Background: an optimization exercise with open tools, aiming at small area and a short achievable clock period. Do not read the settings as production practice. Where RTL was checked, it was by simulation tests only, not by an equivalence proof against the original.

Design cordic, start of the top module:
module cordic #(
    parameter data_width = 16,
    parameter iterations = 15
    )(
    input clk,
    input reset_n,
    input logic signed [data_width-1:0] angle,
    input logic signed [data_width-1:0] x_i,
    input logic signed [data_width-1:0] y_i,
    output logic signed [data_width-1:0] cos,
    output logic signed [data_width-1:0] sin,
    input valid_in,
    output logic valid_out
    );
Size: ~4200 cells after synthesis, about 620 flip-flops, roughly 84 I/O pins.
Settings: LEC_CHECK=0, ABC_AREA=1, CAP_MARGIN=20, CORE_MARGIN=2, CORE_UTILIZATION=40, SETUP_SLACK_MARGIN=2.5, SLEW_MARGIN=20; clock period 4.0 ns.
run.sh (not shown) runs the stock make flow with config.mk's settings and CLKGATE_MAP_FILE= SYNTH_SCRIPT=/design/flow/synth_recipe.tcl, a recipe that flattens the netlist after the stock synthesis.
The first run ran to the end with no violations.
Next try:
==> flow/flow/run.sh (new file) <==
#!/bin/bash
# Standard ORFS layout, except that synthesis does not extract full/half adder cells
# (ADDER_MAP_FILE empty), so ABC maps all arithmetic to plain gates.
set -euo pipefail
bash standard.sh ADDER_MAP_FILE= finish > make_finish.log 2>&1
==> flow/standard.sh (new file) <==
#!/bin/bash
# synth_recipe.tcl (not shown) runs the flow's synth.tcl, then flattens the netlist and writes it again
# the make line also repeats each setting of config.mk as NAME=value (left out here)
make -C /OpenROAD-flow-scripts/flow DESIGN_CONFIG=/design/flow/config.mk WORK_HOME=/design/flow/orfs CLKGATE_MAP_FILE= SYNTH_SCRIPT=/design/flow/synth_recipe.tcl "${@:-finish}"
SETUP_SLACK_MARGIN = 1.5   (was 2.5)
removed: flow/run.sh
Outcome: The changed run completed with no timing, DRC or antenna violations; clock-buffer cell count decreases by 12; final cell count increases by 28%; routed wire length decreases by 5.6%; core utilization decreases by 18 points; flip-flop and latch count does not change; area after synthesis increases by 12%.
Next try:
==> flow/run.sh (new file) <==
#!/bin/bash
# synth_recipe.tcl (not shown) runs the flow's synth.tcl, then flattens the netlist and writes it again
# the make line also repeats each setting of config.mk as NAME=value (left out here)
make -C /OpenROAD-flow-scripts/flow DESIGN_CONFIG=/design/flow/config.mk WORK_HOME=/design/flow/orfs CLKGATE_MAP_FILE= SYNTH_SCRIPT=/design/flow/synth_recipe.tcl finish
SETUP_SLACK_MARGIN = default   (was 1.5)
removed: flow/flow/run.sh
removed: flow/standard.sh
Wire length came out lower by 26%. Worst setup slack got worse by 640 ps. Sequential cell count does not change. Die area is lower by about 11%. Worst hold slack got worse by 17 ps. Final area shrinks by about 10%. Via count falls by about 30%.
Next try:
CTS_BUF_LIST = sky130_fd_sc_hd__clkbuf_4   (was default)
CTS_CLUSTER_SIZE = 20   (was default)
SETUP_SLACK_MARGIN = 1.5   (was default)
What happened: The changed run ran to the end with no violations. Cell area is higher by 3.7%. Worst setup slack is better by 490 ps. Clock-buffer cell count increases by 125. Non-clock buffer count went up by 80. Wire length went up by 6.9%. First-iteration DRC count rises by 3.7%. Synthesized cell count stays the same. Global-route usage rises by 0.85 points.
Function was not checked in any run of this note: the RTL went through the layout flow alone.

========
cordic, a different RTL version from the one above (not shown whole).
Size in the first run: about 5,300 cells after synthesis, about 620 flip-flops.
clock: 4.0 ns
lec_check: 0
abc_area: 1
cap_margin: 20
core_margin: 2
core_utilization: 40
setup_slack_margin: 1.9
slew_margin: 20
standard.sh (not shown) runs the stock make flow with config.mk's settings and CLKGATE_MAP_FILE= SYNTH_SCRIPT=/design/flow/synth_recipe.tcl, a recipe that flattens the netlist after the stock synthesis.
==> flow/flow/run.sh <==
#!/bin/bash
# Standard ORFS layout with three changes: synthesis does not extract full/half adder cells
# (ADDER_MAP_FILE empty), so ABC maps all arithmetic to plain gates; every port still gets
# its own buffer, but a sky130_fd_sc_hd__buf_2 rather than the delay cell the default picks;
# and clock tree synthesis inserts no dummy loads and uses the settings in flow/cts_args.
set -euo pipefail
CTS_EXTRA=$(cat flow/cts_args)
bash standard.sh ADDER_MAP_FILE= \
  "BUFFER_PORTS_ARGS=-buffer_cell sky130_fd_sc_hd__buf_2" \
  "CTS_ARGS=-sink_clustering_enable -repair_clock_nets -dont_use_dummy_load $CTS_EXTRA" \
  finish > make_finish.log 2>&1
==> flow/flow/cts_args <==
-sink_clustering_size 30 -sink_clustering_max_diameter 120
==> next run, changes <==
==> flow/flow/cts_args (replaced) <==
-sink_clustering_size 30 -sink_clustering_max_diameter 80
Settings changed: SETUP_SLACK_MARGIN 1.9 to 1.8.
Utilization falls by 2.8 points.
Clock-buffer cell count rises by 7.
Worst setup slack loses 0.034 ns.
Die area does not change.
Via count falls by 1.8%.
Synthesized area does not change.
Final area falls by 5.7%.
Maximum frequency falls by 1.6%.
Critical path depth rises by 1.

========
## the baseline
Starting RTL as in the previous note.
## cordic
module cordic #(
    parameter data_width = 16,
    parameter iterations = 15
    )(
    input clk,
    input reset_n,
    input logic signed [data_width-1:0] angle,
    input logic signed [data_width-1:0] x_i,
    input logic signed [data_width-1:0] y_i,
    output logic signed [data_width-1:0] cos,
    output logic signed [data_width-1:0] sin,
    input valid_in,
    output logic valid_out
    );
export LEC_CHECK = 0
export ABC_AREA = 1
export CAP_MARGIN = 20
export CORE_MARGIN = 2
export CORE_UTILIZATION = 40
export SETUP_SLACK_MARGIN = 1.8
export SLEW_MARGIN = 20
create_clock -name core_clock -period 4.0 [get_ports {clk}]
==> flow/flow/cts_args <==
-sink_clustering_size 20 -sink_clustering_max_diameter 80
Scripts as last shown in full above: flow/flow/run.sh
[inputs] the candidate vs the baseline
Settings: a change of SETUP_SLACK_MARGIN from 1.8 to 1.75.
==> results.txt <==
Compared with the baseline, in the candidate cell count went down; clock buffer count from CTS rose 3; setup slack lower.
The proportion of cell area occupied by registers reported for the candidate is greater than that of the baseline by 0.37 points.
Filler cell count, the candidate and the baseline: smaller value in the baseline

========
## lane 1
cordic, a different RTL version from the one above (not shown whole).
Size in the first run: ~5800 cells after synthesis, about 620 flip-flops, roughly 84 I/O pins, about 0.038 mm2 of cells after synthesis.
Design cordic, start of the top module:
module cordic #(
    parameter data_width = 16,
    parameter iterations = 15
    )(
    input clk,
    input reset_n,
    input logic signed [data_width-1:0] angle,
    input logic signed [data_width-1:0] x_i,
    input logic signed [data_width-1:0] y_i,
    output logic signed [data_width-1:0] cos,
    output logic signed [data_width-1:0] sin,
    input valid_in,
    output logic valid_out
    );
    logic [14:0] vp;
    always_ff @(posedge clk or negedge reset_n)
        if (!reset_n) vp <= '0;
        else vp <= {vp[13:0], valid_in};
    assign valid_out = vp[14];
    logic [15:0] s0, d0, e0, n0;
    assign s0 = x_i + y_i;
    assign d0 = x_i - y_i;
    assign e0 = y_i - x_i;
    assign n0 = ~x_i + ~y_i + 16'd2;
    logic [14:0] zop, zc;
    always_comb case (angle[15:14])
        2'b00: begin zop = angle[14:0]; zc = -15'sd12867; end
        2'b01: begin zop = {1'b0, angle[13:0]}; zc = -15'sd12867; end
        2'b10: begin zop = {1'b1, angle[13:0]}; zc = 15'sd12867; end
        default: begin zop = ~angle[14:0]; zc = -15'sd12866; end
    endcase
    logic [15:0] x1n, y1n;
    always_comb case (angle[15:14])
        2'b00: begin x1n = d0; y1n = s0; end
        2'b11: begin x1n = s0; y1n = e0; end
        default: begin x1n = n0; y1n = d0; end
    endcase
  ...
clock: 4.0 ns
lec_check: 0
abc_area: 1
cap_margin: 20
core_margin: 2
core_utilization: 40
setup_slack_margin: 2.0
slew_margin: 20
==> flow/flow/run.sh <==
#!/bin/bash
# Standard ORFS layout with three changes: synthesis does not extract full/half adder cells
# (ADDER_MAP_FILE empty), so ABC maps all arithmetic to plain gates; every port still gets
# its own buffer, but a sky130_fd_sc_hd__buf_2 rather than the delay cell the default picks;
# and clock tree synthesis inserts no dummy loads.
set -euo pipefail
bash standard.sh ADDER_MAP_FILE= \
  "BUFFER_PORTS_ARGS=-buffer_cell sky130_fd_sc_hd__buf_2" \
  "CTS_ARGS=-sink_clustering_enable -repair_clock_nets -dont_use_dummy_load" \
  finish > make_finish.log 2>&1
### lane 1 -> lane 2
# lane 1
export LEC_CHECK = 0
export ABC_AREA = 1
export CAP_MARGIN = 20
export CORE_MARGIN = 2
export CORE_UTILIZATION = 40
export SETUP_SLACK_MARGIN = 2.0
export SLEW_MARGIN = 20
create_clock -name core_clock -period 4.0 [get_ports {clk}]
# lane 2
export LEC_CHECK = 0
export ABC_AREA = 1
export CAP_MARGIN = 20
export CORE_MARGIN = 2
export CORE_UTILIZATION = 55
export SETUP_SLACK_MARGIN = 1.7
export SLEW_MARGIN = 20
create_clock -name core_clock -period 4.0 [get_ports {clk}]
[summary]
Lane 2 against lane 1: final worst setup slack went down 0.11 ns, time the worst path needs with I/O delays and setup went up 0.11 ns, clock skew went down 0.010 ns, data arrival time of the worst path went up 0.04 ns.
Looking at lane 2 and lane 1, the fraction of standard cell area in multi-input logic is a wash.
What lane 3 does differently from lane 2 at the input level:
# lane 2
export LEC_CHECK = 0
export ABC_AREA = 1
export CAP_MARGIN = 20
export CORE_MARGIN = 2
export CORE_UTILIZATION = 55
export SETUP_SLACK_MARGIN = 1.7
export SLEW_MARGIN = 20
create_clock -name core_clock -period 4.0 [get_ports {clk}]
# lane 3
export LEC_CHECK = 0
export ABC_AREA = 1
export CAP_MARGIN = 20
export CORE_MARGIN = 2
export CORE_UTILIZATION = 40
export SETUP_SLACK_MARGIN = 1.8
export SLEW_MARGIN = 20
create_clock -name core_clock -period 4.0 [get_ports {clk}]
- Lane 3 finished end to end and its layout was clean on timing, DRC and antenna.
- Between lane 3 and lane 2, it is lane 3 whose met1 track demand over resource is lower, by 8.8 points.
- Going from lane 2 to lane 3, the die area was enlarged.
- Comparing lane 3 and lane 2, initial antenna violation count is higher on lane 3.
- The worst slack after detailed placement of lane 3 was inferior to that of lane 2.
- Compared with lane 2, lane 3 shows a higher critical path depth.
- Cell area, lane 3 vs lane 2: up by a few percent
- Lane 2 → lane 3: clock network area share shows no meaningful change.
What lane 4 does differently from lane 3 at the input level:
# lane 3
export LEC_CHECK = 0
export ABC_AREA = 1
export CAP_MARGIN = 20
export CORE_MARGIN = 2
export CORE_UTILIZATION = 40
export SETUP_SLACK_MARGIN = 1.8
export SLEW_MARGIN = 20
create_clock -name core_clock -period 4.0 [get_ports {clk}]
# lane 4
export LEC_CHECK = 0
export ABC_AREA = 1
export CAP_MARGIN = 20
export CORE_MARGIN = 2
export CORE_UTILIZATION = 40
export SETUP_SLACK_MARGIN = 1.9
export SLEW_MARGIN = 20
create_clock -name core_clock -period 4.0 [get_ports {clk}]
==> flow/flow/run.sh <==
#!/bin/bash
# Standard ORFS layout with two changes: synthesis does not extract full/half adder cells
# (ADDER_MAP_FILE empty), so ABC maps all arithmetic to plain gates; and clock tree
# synthesis inserts no dummy loads.
set -euo pipefail
bash standard.sh ADDER_MAP_FILE= \
  "CTS_ARGS=-sink_clustering_enable -repair_clock_nets -dont_use_dummy_load" \
  finish > make_finish.log 2>&1
Results
Lane 4: PASS, flow complete, no timing, DRC or antenna violations. Lane 3 did not stop at any stage, and its layout met the timing, DRC and antenna checks. Lane 3 → lane 4: wire length saw an increase, global-route usage over all layers saw an increase, setup skew after layout saw a decrease, final design area excluding fillers saw an increase, number of rows created at floorplan saw little to no change. Of lane 3 and lane 4, the higher buffer count from post-CTS setup fixing belongs to lane 4. Setup slack at placement: lane 3 and lane 4 compared, lower one is lane 4. Comparing lane 3 and lane 4, worst hold slack is higher on lane 4. Looking at clock period minus final worst setup slack, lane 4 sits 0.084 ns higher than lane 3 does. Lane 4 has less setup slack than lane 3. Final critical-path share of the clock period in lane 4 vs lane 3: up 2.1 points.
--- input diff lane 4..lane 5 ---
# lane 4
export LEC_CHECK = 0
export ABC_AREA = 1
export CAP_MARGIN = 20
export CORE_MARGIN = 2
export CORE_UTILIZATION = 40
export SETUP_SLACK_MARGIN = 1.9
export SLEW_MARGIN = 20
create_clock -name core_clock -period 4.0 [get_ports {clk}]
# lane 5
export LEC_CHECK = 0
export ABC_AREA = 1
export CAP_MARGIN = 20
export CORE_MARGIN = 2
export CORE_UTILIZATION = 40
export CTS_BUF_LIST = sky130_fd_sc_hd__clkbuf_4
export CTS_CLUSTER_SIZE = 20
export SETUP_SLACK_MARGIN = 1.8
export SLEW_MARGIN = 20
create_clock -name core_clock -period 4.0 [get_ports {clk}]
==> flow/flow/run.sh <==
#!/bin/bash
# Standard ORFS layout, except that synthesis does not extract full/half adder cells
# (ADDER_MAP_FILE empty), so ABC maps all arithmetic to plain gates.
set -euo pipefail
bash standard.sh ADDER_MAP_FILE= finish > make_finish.log 2>&1
[summary]
Run comparison: lane 4 highest metal layer used by the detailed router met5; lane 5 highest metal layer used by the detailed router met4. Looking at final period demand of the worst path across lane 5 and lane 4, the one that comes out higher is lane 5. Lane 4 reports its capture point of the worst path as y6[7]$_DFF_P_ while lane 5 reports valid_out. In lane 5, core utilization is lower than in lane 4. Sum of buffers and inverters on the critical path is lower on lane 5. Comparing lane 4 with lane 5, the number of nets in the final layout came out essentially unchanged. Number of buffers other than clock buffers in the final layout was lower in the run labelled lane 5. Compared with lane 4, lane 5 shows a lower maximum frequency. Going from lane 4 to lane 5, the vias per cell was found to have gone down by 0.063.

## afterwards: timing with drivers on the ports
Ports are ideal in the flow. The routed layouts listed here were re-timed in OpenROAD. Step 1 (the two cells are an assumption about what drives the block):
set clk [get_ports {clk}]
set_driving_cell -lib_cell sky130_fd_sc_hd__clkbuf_16 $clk
set_driving_cell -lib_cell sky130_fd_sc_hd__buf_2 [delete_from_list [all_inputs] $clk]
Step 2 moves the port delays by t, midway between the first and last clock arrival at a register: inputs arrive t later, outputs are due t later. That takes back most of the time a late clock gives input paths. Slacks: ideal / step 1 / step 2; pairs: ideal / step 1.
| run | t (ns) | slack for setup (ns) | worst setup path at the end | worst data-port slew with drivers (ns) |
|---|---|---|---|---|
| the first run of note 1 | 0.675 | 1.466 / 1.466 / 1.096 | input to register | 0.07 |
| the second run of note 1 | 0.688 | 1.625 / 1.656 / 0.972 | input to register | 0.04 |
| the third run of note 1 | 0.671 | 0.983 / 1.027 / 0.356 | input to register | 0.11 |
| the fourth run of note 1 | 1.031 | 1.469 / 1.469 / 0.585 | input to register | 0.11 |
| the first run of note 2 | 0.657 | 1.917 / 1.915 / 1.258 | input to register | 0.09 |
| the second run of note 2 | 0.623 | 1.883 / 1.883 / 1.342 | input to register | 0.06 |
| the baseline | 0.625 | 1.883 / 1.883 / 1.323 | input to register | 0.06 |
| the candidate | 0.629 | 1.871 / 1.871 / 1.286 | input to register | 0.05 |
| lane 1 | 0.652 | 1.940 / 1.940 / 1.405 | input to register | 0.04 |
| lane 2 | 0.643 | 1.830 / 1.830 / 1.242 | input to register | 0.03 |
| lane 3 | 0.656 | 1.908 / 1.944 / 1.290 | input to register | 0.06 |
| lane 4 | 0.643 | 1.824 / 1.824 / 1.318 | input to register | 0.07 |
| lane 5 | 1.085 | 1.668 / 1.604 / 0.856 | input to register | 0.05 |
After both steps setup and hold are still met in every run listed. For the fourth run of note 1, which loses most, drivers alone change the setup slack by 0.000 ns; drivers and shift together by -0.884 ns.
